What follows belongs to an exercise in optimizing a design on an open flow for small area; a production flow would make more cautious choices.
RTL that was checked went through simulation tests only; none was proved equivalent to the original.
Power and IR drop assume default switching activity.

==> flow/design.v (excerpt) <==
module flash_bus #(
	parameter NUM_OF_CHIPS 			= 4,
	parameter CMD_FIFO_DATA_WIDTH 	= 72,
	parameter WR_FIFO_DATA_WIDTH 	= 128,
	parameter RD_FIFO_DATA_WIDTH 	= 136,
	parameter RSLT_FIFO_DATA_WIDTH 	= 26,
	parameter PERIOD 				= 8,
	parameter PAGE_SIZE_WIDTH		= 15
 )
 (
	input 	i_clk,
	input 	i_rst,
        output o_top_bus_active,
        input i_recording_en,
        input i_disp_cmd_req,
        output o_disp_cmd_ack,
        input [CMD_FIFO_DATA_WIDTH-1:0] i_disp_cmd_data,
        output o_disp_rsp_req,
        input i_disp_rsp_ack,
        input i_disp_rsp_listening,
        output [RSLT_FIFO_DATA_WIDTH-1:0] o_disp_rsp_data,
        output [NUM_OF_CHIPS-1:0] o_disp_chip_active,
        output o_disp_wr_buffer_rsvd,
        output o_disp_rd_buffer_rsvd,
        input [15:0] i_adc_sample_fifo_data,
        input        i_adc_sample_fifo_almost_empty,
        input        i_adc_sample_fifo_empty,
        output       o_adc_sample_fifo_re,
        input        i_adc_sample_fifo_valid,
        output [12:0] o_wr_buffer_addr,
        input  [15:0] i_wr_buffer_data,
        output [12:0] o_rd_buffer_addr,
        output [15:0] o_rd_buffer_data,
        output        o_rd_buffer_we,
	output	[0:31]						o_cyclecount_sum,
	input								i_cyclecount_reset,
	input	[0:7]						i_cyclecount_start,
	input	[0:7]						i_cyclecount_end,
        output o_adc_master_record,
	input 	[7:0] 						i_bus_data,
	output 	[7:0]	 					o_bus_data,
	output		 						o_bus_data_tri_n,
	output 								o_bus_we_n,
	output 								o_bus_re_n,
	output [NUM_OF_CHIPS-1:0] 					o_bus_ces_n,
	output 								o_bus_cle,
	output 								o_bus_ale,
        output [NUM_OF_CHIPS-1:0] o_chip_exists
 );
export LEC_CHECK = 0
export CAP_MARGIN = 20
export CORE_MARGIN = 2
export CORE_UTILIZATION = 65
export PLACE_DENSITY = 0.75
export SETUP_SLACK_MARGIN = 0.4
export SLEW_MARGIN = 20
create_clock -name core_clock -period 8.0 [get_ports {i_clk}]
standard.sh (not shown) runs the stock make flow with config.mk's settings and CLKGATE_MAP_FILE= SYNTH_SCRIPT=/design/flow/synth_recipe.tcl, a recipe that flattens the netlist after the stock synthesis.
==> flow/flow/run.sh <==
#!/bin/bash
# Layout flow: the standard flow (standard synthesis netlist structure and
# registers, floorplan, power grid, placement, CTS, routing) with changes that
# only affect how the combinational logic is mapped and buffered:
#  - ABC maps the combinational logic with an area-oriented script
#    (flow/abc_area.script) instead of ORFS's delay-oriented one; the
#    registers Yosys creates are the same;
#  - the input and output ports get sky130_fd_sc_hd__buf_1 port buffers
#    instead of the default clkdlybuf4s50_1;
#  - clock tree synthesis uses smaller clock buffers and no dummy loads.
# The full make output goes to flow_make.log in the work folder; each ORFS step
# also keeps its own log under orfs/logs/.
set -euo pipefail
WORK=$(pwd)
SCRIPTS="$WORK/orfs_scripts"
rm -rf "$SCRIPTS"
cp -r "$FLOW_HOME/scripts" "$SCRIPTS"
if [[ -f flow/abc_area.script ]]; then
  cp flow/abc_area.script "$SCRIPTS/abc_speed.script"
fi
bash standard.sh \
  "SCRIPTS_DIR=$SCRIPTS" \
  "BUFFER_PORTS_ARGS=-buffer_cell sky130_fd_sc_hd__buf_1" \
  "CTS_ARGS=-sink_clustering_enable -repair_clock_nets -dont_use_dummy_load -sink_clustering_size 14 -sink_clustering_max_diameter 60 -buf_list sky130_fd_sc_hd__clkbuf_8" \
  finish > flow_make.log 2>&1
==> flow/flow/abc_area.script <==
strash
&get -n
&deepsyn -J 30 -T 300
&put
dch -f
amap
Edit:
--- a/flow/design.v
+++ b/flow/design.v
@@ -1,21 +1,21 @@
 module flash_bus_controller (
 	input 	i_clk,
 	input 	i_rst,
 	output 			o_busy,
 	input 	[3:0] 		i_operation,
 	input 	[1:0]		i_chip,
 	input 	[14:0]		i_length,
 	input 			i_start,
 	input 	[159:0]		i_sb_addr,
 	input 			i_startup_done,
-        output  [13:0]          o_sample_count,
+        output  [13:0]          o_sample_count,  
         output	[3:0] 		o_chip_ready,
 	output	[3:0] 		o_chip_exists,
         input [15:0] i_adc_sample_fifo_data,
         input        i_adc_sample_fifo_almost_empty,
         input        i_adc_sample_fifo_empty,
         output       o_adc_sample_fifo_re,
         input        i_adc_sample_fifo_valid,
 	output [12:0] o_wr_buffer_addr,
 	input  [15:0] i_wr_buffer_data,
 	output [12:0] o_rd_buffer_addr,
@@ -217,21 +217,23 @@
 			rd_buffer_data_reg <= rd_buffer_data_next;
 			rd_buffer_we_reg <= rd_buffer_we_next;
 		end
 	end
 	assign o_busy = (state_reg != STATE_IDLE);
 	wire [31:0] rdec32_rd = rdec({29'd0, rd_buffer_addr_reg[2:0]}, 1'b1);
 	wire [31:0] rinc32_rd = rinc({22'd0, rd_buffer_addr_reg[12:3]}, 1'b1);
 	wire [31:0] rdec32_wr = rdec({28'd0, wr_buffer_addr_reg[3:0]}, 1'b1);
 	wire [31:0] rinc32_wr = rinc({22'd0, wr_buffer_addr_reg[13:4]}, 1'b1);
 	wire [31:0] rdec32_bc = rdec({17'd0, byte_count_reg}, 1'b1);
-	wire [31:0] rinc32_sc = rinc({18'd0, sample_count_reg}, 1'b1);
+	wire [31:0] rinc32_sl = rinc({28'd0, sample_count_reg[3:0]}, 1'b1);
+	wire [31:0] rinc32_su = rinc({22'd0, sample_count_reg[13:4]}, (sample_count_reg[3:0] == 4'd0));
+	wire [13:0] sample_count_inc = {rinc32_su[9:0], rinc32_sl[3:0]};
 	always @* begin
 		state_next = state_reg;
                 chip_ready_next = chip_ready_reg;
                 chip_exists_next = chip_exists_reg;
                 op_next = op_reg;
 		chip_next = chip_reg;
                 byte_count_next = byte_count_reg;
                 sample_count_next = sample_count_reg;
 		addr_bytes_next = addr_bytes_reg;
                 adc_sample_fifo_re_next = 1'b0;
@@ -375,34 +377,34 @@
                                     state_next = STATE_DELAY_RHW;
                             end
                         end
 			STATE_READ_ADC_SAMPLES_0: begin
                             if (i_adc_sample_fifo_empty) begin
                                 sample_count_next = 0;
                                 state_next = STATE_READ_ADC_SAMPLES_1;
                             end else if (adc_sample_fifo_re_reg && i_adc_sample_fifo_valid) begin
                                 rd_buffer_data_next = i_adc_sample_fifo_data;
                                 rd_buffer_we_next = 1'b1;
-                                sample_count_next = rinc32_sc[13:0];
+                                sample_count_next = sample_count_inc;
                                 if (i_adc_sample_fifo_almost_empty)
                                     state_next = STATE_READ_ADC_SAMPLES_1;
                                 else
                                     adc_sample_fifo_re_next = 1'b1;
                             end else begin
                                 sample_count_next = 0;
                                 adc_sample_fifo_re_next = 1'b1;
                             end
                         end
 			STATE_READ_ADC_SAMPLES_1: begin
                             rd_buffer_data_next = 16'hFFFF;
                             rd_buffer_we_next = 1'b1;
-                            sample_count_next = rinc32_sc[13:0];
+                            sample_count_next = sample_count_inc;
                             state_next = STATE_IDLE;
                         end
 			default: ;
 		endcase
 	end
         wire [7:0] wr_buffer_data_out_byte = (byte_count_reg[0]) ? i_wr_buffer_data[7:0] : i_wr_buffer_data[15:8];
         always @* begin
 	    case (state_reg)
                 STATE_RESET, STATE_STARTUP_0, STATE_STARTUP_1, STATE_IDLE, STATE_DELAY_WB, STATE_DELAY_RHW, STATE_READ_ADC_SAMPLES_0, STATE_READ_ADC_SAMPLES_1: begin
                     bus_dir_next = DIR_IN;
@@ -718,22 +720,21 @@
 		if (i_rst) begin
 			sb_cc_valid <= 4'd0;
 			cc_age <= 3'd0;
 		end else begin
 			cc_age <= {cc_age[1] & ~cc_load, cc_age[0] & ~cc_load, cc_load};
 			for (k = 0; k < 4; k = k + 1)
 				if (cc_commit && cc_pend_chip == k)
 					sb_cc_valid[k] <= 1'b1;
 		end
 	end
-	wire [31:0] adc_units_w = rinc({22'd0, i_sample_count[13:4]}, (i_sample_count[3:0] != 4'd0));
-	wire [9:0]  adc_units = adc_units_w[9:0];
+	wire [9:0]  adc_units = i_sample_count[13:4];	 
 	always @(posedge i_clk or posedge i_rst) begin
 		if (i_rst) begin
 			state_reg <= STATE_IDLE;
 			sys_cycle_count_reg <= 0;
 			op_cycle_count_reg <= 0;
 			recording_reg <= 0;
 			new_cmd_ack_reg <= 0;
 			new_rsp_req_reg <= 0;
 			new_rsp_data_reg <= 0;
 			chip_active_reg <= 0;
- routed wire length rises by about 2.5%
- clock-buffer cell count does not change
- sequential share of layout area rises by 0.29 points
- die area falls by about 0.6%
- maximum frequency rises by about 1.6%
- worst hold slack loses 14 ps
- total power falls by about 1.7%

---

flash_bus again, from the RTL that the note above started with.
export LEC_CHECK = 0
export CAP_MARGIN = 20
export CORE_MARGIN = 2
export CORE_UTILIZATION = 40
export SLEW_MARGIN = 20
create_clock -name core_clock -period 8.0 [get_ports {i_clk}]
==> flow/flow/abc_area.script <==
strash
&get -n
&deepsyn -T 20
&put
dch -f
amap
Scripts as last shown in full above: flow/flow/run.sh
==> next run, changes <==
--- a/flow/design.v
+++ b/flow/design.v
@@ -618,22 +618,23 @@
 	reg [31:0] cc_pend;		 
 	reg [1:0]  cc_pend_chip;
 	reg [2:0]  cc_age;		 
 	reg [1:0]  rd_a0, rd_a1, rd_a2;	 
 	wire [1:0] c = curr_chip_reg;
 	wire [7:0] rd_tag   = sb_tag[c];
 	wire [9:0] rd_len   = sb_len[c];
 	wire [4:0] rd_state = sb_state[c];
 	wire       rd_srs   = sb_srs[c];
 	wire        nq_state  = (state_reg == STATE_NEW_RQST_0);
 	reg  [1:0]  cc_addr;		 
+	reg  [31:0] cc_diff;
 	wire [31:0] cc_rd     = sb_cc_valid[cc_addr] ? sb_cc[cc_addr] : 32'd0;
 	wire [2:0] new_op   = i_disp_cmd_data[48:46];
 	wire [1:0] new_chip = i_disp_cmd_data[41:40];
 	reg  [4:0] new_state;
 	always @* begin
 		case (new_op)
 			3'd0: new_state = CS_WRITE_DATA_PENDING;
 			3'd1: new_state = CS_READ_START_PENDING;
 			3'd2: new_state = CS_ERASE_PENDING;
 			3'd3: new_state = CS_READID_0;
 			3'd4: new_state = CS_READPARAM_0;
@@ -702,54 +703,56 @@
 		end
 		if (cc_load) begin
 			cc_pend <= in_nq ? cc_rd : sys_cycle_count_reg;
 			cc_pend_chip <= in_nq ? new_chip_reg : c;
 		end
 		if (in_idle) begin
 			new_chip_reg <= new_chip;
 			new_rd_reg <= (new_op == 3'd1) || (new_op == 3'd3) || (new_op == 3'd4) || (new_op == 3'd7);
 			new_wr_reg <= (new_op == 3'd0);
 		end
 		cc_addr <= we_new ? rd_a1 : c;
+		cc_diff <= sys_next - cc_rd;
 		rd_a0 <= in_nq ? new_chip_reg : c;
 		rd_a1 <= rd_a0;
 		rd_a2 <= rd_a1;
 	end
 	always @(posedge i_clk or posedge i_rst) begin
 		if (i_rst) begin
 			sb_cc_valid <= 4'd0;
 			cc_age <= 3'd0;
 		end else begin
 			cc_age <= {cc_age[1] & ~cc_load, cc_age[0] & ~cc_load, cc_load};
 			for (k = 0; k < 4; k = k + 1)
 				if (cc_commit && cc_pend_chip == k)
 					sb_cc_valid[k] <= 1'b1;
 		end
 	end
 	wire [31:0] adc_units_w = rinc({22'd0, i_sample_count[13:4]}, (i_sample_count[3:0] != 4'd0));
 	wire [9:0]  adc_units = adc_units_w[9:0];
+	wire [31:0] sys_next = rinc(sys_cycle_count_reg, 1'b1);
 	always @(posedge i_clk or posedge i_rst) begin
 		if (i_rst) begin
 			state_reg <= STATE_IDLE;
 			sys_cycle_count_reg <= 0;
 			op_cycle_count_reg <= 0;
 			recording_reg <= 0;
 			new_cmd_ack_reg <= 0;
 			new_rsp_req_reg <= 0;
 			new_rsp_data_reg <= 0;
 			chip_active_reg <= 0;
 			wr_buffer_rsvd_reg <= 0;
 			rd_buffer_rsvd_reg <= 0;
 			curr_chip_reg <= 0;
 		end else begin
-			sys_cycle_count_reg <= rinc(sys_cycle_count_reg, 1'b1);
+			sys_cycle_count_reg <= sys_next;
 			new_cmd_ack_reg <= 1'b0;
 			if (!i_recording_en)
 				recording_reg <= 1'b0;
 			if (i_cyclecount_reset)
 				op_cycle_count_reg <= 0;
 			case (state_reg)
 				STATE_IDLE: begin
 					if (i_disp_cmd_req) begin
 						new_cmd_ack_reg <= 1'b1;
 						state_reg <= STATE_NEW_RQST_0;
 					end else if (chip_active_reg[c]) begin
@@ -773,23 +776,23 @@
 				STATE_CHECK_FOR_CHIP_READY: begin
 					state_reg <= chip_rdy ? STATE_DO_BUS_OP : STATE_SWITCH_CHIPS;
 				end
 				STATE_DO_BUS_OP: begin
 					if (i_cyclecount_start[4:0] == 5'd0)
 						recording_reg <= 1'b0;
 					else if (cs_match && i_recording_en)
 						recording_reg <= 1'b1;
 					if (i_cyclecount_end[4:0] == 5'd0)
 						recording_reg <= 1'b0;
 					else if (ce_match) begin
-						op_cycle_count_reg <= op_cycle_count_reg + (sys_cycle_count_reg - cc_rd);
+						op_cycle_count_reg <= op_cycle_count_reg + cc_diff;
 						recording_reg <= 1'b0;
 					end
 					if (st_send || st_onbus)
 						state_reg <= STATE_SWITCH_CHIPS;
 					else if (st_done)
 						state_reg <= STATE_NEW_RSLT_0;
 				end
 				STATE_SWITCH_CHIPS: begin
 					curr_chip_reg <= c + 2'd1;
 					state_reg <= STATE_IDLE;
 				end
Combinational power drops by 8.4%.
Die area increases by 2.7%.
Synthesized cell count went up by 3.7%.
Cell area rises by 3.0%.
Fmax came out higher by 2.2%.
Setup slack improved by 0.16 ns.
Routed wire length rises by 4.2%.
Synthesized area increases by 2.7%.
Flip-flop and latch count climbs by 32.
Sequential power went up by about 2%.
Non-clock buffer count decreases by 3.
For the second run of this note, only the layout was checked, not whether the RTL still works.

---

before:
Another version of the RTL of flash_bus (not shown whole).
Size in the first run: about 2900 cells after synthesis, roughly 670 flip-flops.
Design flash_bus, start of the top module:
module flash_bus #(
	parameter NUM_OF_CHIPS 			= 4,
	parameter CMD_FIFO_DATA_WIDTH 	= 72,
	parameter WR_FIFO_DATA_WIDTH 	= 128,
	parameter RD_FIFO_DATA_WIDTH 	= 136,
	parameter RSLT_FIFO_DATA_WIDTH 	= 26,
	parameter PERIOD 				= 8,
	parameter PAGE_SIZE_WIDTH		= 15
 )
 (
	input 	i_clk,
	input 	i_rst,
        output o_top_bus_active,
        input i_recording_en,
        input i_disp_cmd_req,
        output o_disp_cmd_ack,
        input [CMD_FIFO_DATA_WIDTH-1:0] i_disp_cmd_data,
        output o_disp_rsp_req,
        input i_disp_rsp_ack,
        input i_disp_rsp_listening,
        output [RSLT_FIFO_DATA_WIDTH-1:0] o_disp_rsp_data,
        output [NUM_OF_CHIPS-1:0] o_disp_chip_active,
        output o_disp_wr_buffer_rsvd,
        output o_disp_rd_buffer_rsvd,
        input [15:0] i_adc_sample_fifo_data,
        input        i_adc_sample_fifo_almost_empty,
        input        i_adc_sample_fifo_empty,
        output       o_adc_sample_fifo_re,
        input        i_adc_sample_fifo_valid,
        output [12:0] o_wr_buffer_addr,
        input  [15:0] i_wr_buffer_data,
        output [12:0] o_rd_buffer_addr,
        output [15:0] o_rd_buffer_data,
        output        o_rd_buffer_we,
	output	[0:31]						o_cyclecount_sum,
	input								i_cyclecount_reset,
	input	[0:7]						i_cyclecount_start,
	input	[0:7]						i_cyclecount_end,
        output o_adc_master_record,
	input 	[7:0] 						i_bus_data,
	output 	[7:0]	 					o_bus_data,
	output		 						o_bus_data_tri_n,
	output 								o_bus_we_n,
	output 								o_bus_re_n,
	output [NUM_OF_CHIPS-1:0] 					o_bus_ces_n,
	output 								o_bus_cle,
	output 								o_bus_ale,
        output [NUM_OF_CHIPS-1:0] o_chip_exists
 );
make LEC_CHECK=0 CAP_MARGIN=20 CORE_MARGIN=2 CORE_UTILIZATION=40 SLEW_MARGIN=20 finish   # period 8.0 ns
run.sh (not shown) runs the stock make flow with config.mk's settings and CLKGATE_MAP_FILE= SYNTH_SCRIPT=/design/flow/synth_recipe.tcl, a recipe that flattens the netlist after the stock synthesis.
Stock flow here: none of the scripts above is used.
## Diff of input files: after against before
diff --git a/flow/design.v b/flow/design.v
--- a/flow/design.v
+++ b/flow/design.v
@@ -546,40 +546,34 @@
 	reg        wr_buffer_rsvd_reg;
 	reg        rd_buffer_rsvd_reg;
 	reg [1:0]  curr_chip_reg;
 	reg [1:0]  new_chip_reg;
 	reg        new_rd_reg, new_wr_reg;
 	reg [39:0] sb_addr  [0:3];
 	reg [7:0]  sb_tag   [0:3];
 	reg [9:0]  sb_len   [0:3];
 	reg [4:0]  sb_state [0:3];
 	reg [3:0]  sb_srs;
 	reg [31:0] sb_cc    [0:3];
 	reg [3:0]  sb_cc_valid;		 
-	reg [31:0] cc_pend;		 
-	reg [1:0]  cc_pend_chip;
-	reg [2:0]  nq_age;		 
-	reg [2:0]  do_age;		 
-	reg [1:0]  do_chip;
-	reg [1:0]  rd_a0, rd_a1, rd_a2;	 
+	reg [31:0] cc_s0, cc_s1, cc_s2;
+	reg [2:0]  cc_zero;			 
 	wire [1:0] c = curr_chip_reg;
 	wire [7:0] rd_tag   = sb_tag[c];
 	wire [9:0] rd_len   = sb_len[c];
 	wire [4:0] rd_state = sb_state[c];
 	wire       rd_srs   = sb_srs[c];
-	wire        nq_state  = (state_reg == STATE_NEW_RQST_0);
-	wire [1:0]  cc_addr   = nq_state ? rd_a2 : c;
-	wire [31:0] cc_rd     = sb_cc_valid[cc_addr] ? sb_cc[cc_addr] : 32'd0;
-	wire        nq_commit = nq_age[2] | (nq_age[1] & nq_state);
-	wire        do_commit = do_age[2];
+	wire [1:0]  cc_addr = (state_reg == STATE_NEW_RQST_0) ? new_chip_reg : c;
+	wire [31:0] cc_rd   = sb_cc_valid[cc_addr] ? sb_cc[cc_addr] : 32'd0;
+	wire [31:0] cc_new  = cc_zero[2] ? 32'd0 : cc_s2;
 	wire [2:0] new_op   = i_disp_cmd_data[48:46];
 	wire [1:0] new_chip = i_disp_cmd_data[41:40];
 	reg  [4:0] new_state;
 	always @* begin
 		case (new_op)
 			3'd0: new_state = CS_WRITE_DATA_PENDING;
 			3'd1: new_state = CS_READ_START_PENDING;
 			3'd2: new_state = CS_ERASE_PENDING;
 			3'd3: new_state = CS_READID_0;
 			3'd4: new_state = CS_READPARAM_0;
 			3'd5: new_state = CS_RESET_0;
 			3'd6: new_state = CS_SETTIMINGMODE_0;
@@ -630,49 +624,41 @@
 				sb_addr[k] <= i_disp_cmd_data[39:0];
 				sb_tag[k]  <= i_disp_cmd_data[71:64];
 				sb_len[k]  <= i_disp_cmd_data[63:54];
 			end
 			if (we_new && new_chip == k)
 				sb_state[k] <= new_state;
 			else if (we_state && c == k)
 				sb_state[k] <= rd_state + 5'd1;
 			if (we_new && new_chip == k)
 				sb_srs[k] <= 1'b0;
 			else if (we_srs && c == k)
 				sb_srs[k] <= 1'b1;
-			if (nq_commit && cc_pend_chip == k)
-				sb_cc[k] <= cc_pend;
-			else if (do_commit && do_chip == k)
-				sb_cc[k] <= sys_cycle_count_reg - 32'd3;
+			if (in_nq && new_chip_reg == k)
+				sb_cc[k] <= cc_new;
+			else if (we_cc_do && c == k)
+				sb_cc[k] <= sys_cycle_count_reg;
 		end
-		if (in_nq) begin
-			cc_pend <= cc_rd;
-			cc_pend_chip <= new_chip_reg;
-		end
-		if (we_cc_do)
-			do_chip <= c;
-		rd_a0 <= in_nq ? new_chip_reg : c;
-		rd_a1 <= rd_a0;
-		rd_a2 <= rd_a1;
+		cc_s0 <= cc_rd;
+		cc_s1 <= cc_s0;
+		cc_s2 <= cc_s1;
 	end
 	always @(posedge i_clk or posedge i_rst) begin
 		if (i_rst) begin
 			sb_cc_valid <= 4'd0;
-			nq_age <= 3'd0;
-			do_age <= 3'd0;
+			cc_zero <= 3'b111;
 		end else begin
-			nq_age <= {nq_age[1] & ~in_nq, nq_age[0] & ~in_nq, in_nq};
-			do_age <= {do_age[1:0], we_cc_do};
+			cc_zero <= {cc_zero[1:0], 1'b0};
 			for (k = 0; k < 4; k = k + 1)
-				if ((nq_commit && cc_pend_chip == k) || (do_commit && do_chip == k))
+				if ((in_nq && new_chip_reg == k) || (we_cc_do && c == k))
 					sb_cc_valid[k] <= 1'b1;
 		end
 	end
 	always @(posedge i_clk or posedge i_rst) begin
 		if (i_rst) begin
 			state_reg <= STATE_IDLE;
 			sys_cycle_count_reg <= 0;
 			op_cycle_count_reg <= 0;
 			recording_reg <= 0;
 			new_cmd_ack_reg <= 0;
 			new_rsp_req_reg <= 0;
 			new_rsp_data_reg <= 0;
==> comparison <==
Compare before and after | met2 usage lower: after. Diff before -> after: total global routing track utilization shows a reduction of 0.20 points, final critical path time including I/O delays and setup shows an increase of 0.15 ns, critical path depth shows a reduction of 3, relative contribution of combinational cells to total power shows a reduction of 32 points. before reports its uppermost metal layer occupied by signal nets as met4 while after reports met5.
Only the layout flow was run in before; the RTL was not checked for function there.

==> afterwards: timing with drivers on the ports <==
The results above use ideal ports. As a check the final layouts listed here were re-extracted and re-timed, cells and wires unchanged.
Step 1 (the two cells are an assumption about what drives the block):
set clk [get_ports {i_clk}]
set_driving_cell -lib_cell sky130_fd_sc_hd__clkbuf_16 $clk
set_driving_cell -lib_cell sky130_fd_sc_hd__buf_2 [delete_from_list [all_inputs] $clk]
Step 2, shift: input delay + t, output delay - t, t = (earliest + latest rising clock arrival at the registers) / 2. This alone moves slack from input paths to output paths.
Slacks: ideal / step 1 / step 2; pairs: ideal / step 1.
| run | t (ns) | slack for setup (ns) | hold slack, ns | worst register clock-pin slew, ns | worst data-port slew with drivers (ns) |
|---|---|---|---|---|---|
| the first run of note 1 | 0.703 | 0.202 / 0.202 / 0.202 | 0.343 / 0.343 / 0.343 | 0.09 / 0.09 | 0.06 |
| the second run of note 1 | 0.720 | 0.325 / 0.325 / 0.325 | 0.329 / 0.329 / 0.329 | 0.10 / 0.10 | 0.09 |
| the first run of note 2 | 0.748 | 0.319 / 0.319 / 0.319 | 0.323 / 0.323 / 0.323 | 0.09 / 0.09 | 0.09 |
| the second run of note 2 | 0.688 | 0.482 / 0.482 / 0.482 | 0.297 / 0.297 / 0.297 | 0.10 / 0.10 | 0.10 |
| before | 0.682 | 1.573 / 1.573 / 1.573 | 0.324 / 0.324 / 0.324 | 0.06 / 0.06 | 0.08 |
| after | 0.693 | 1.422 / 1.422 / 1.422 | 0.298 / 0.298 / 0.298 | 0.06 / 0.06 | 0.09 |
After both steps setup and hold are still met in every run listed.
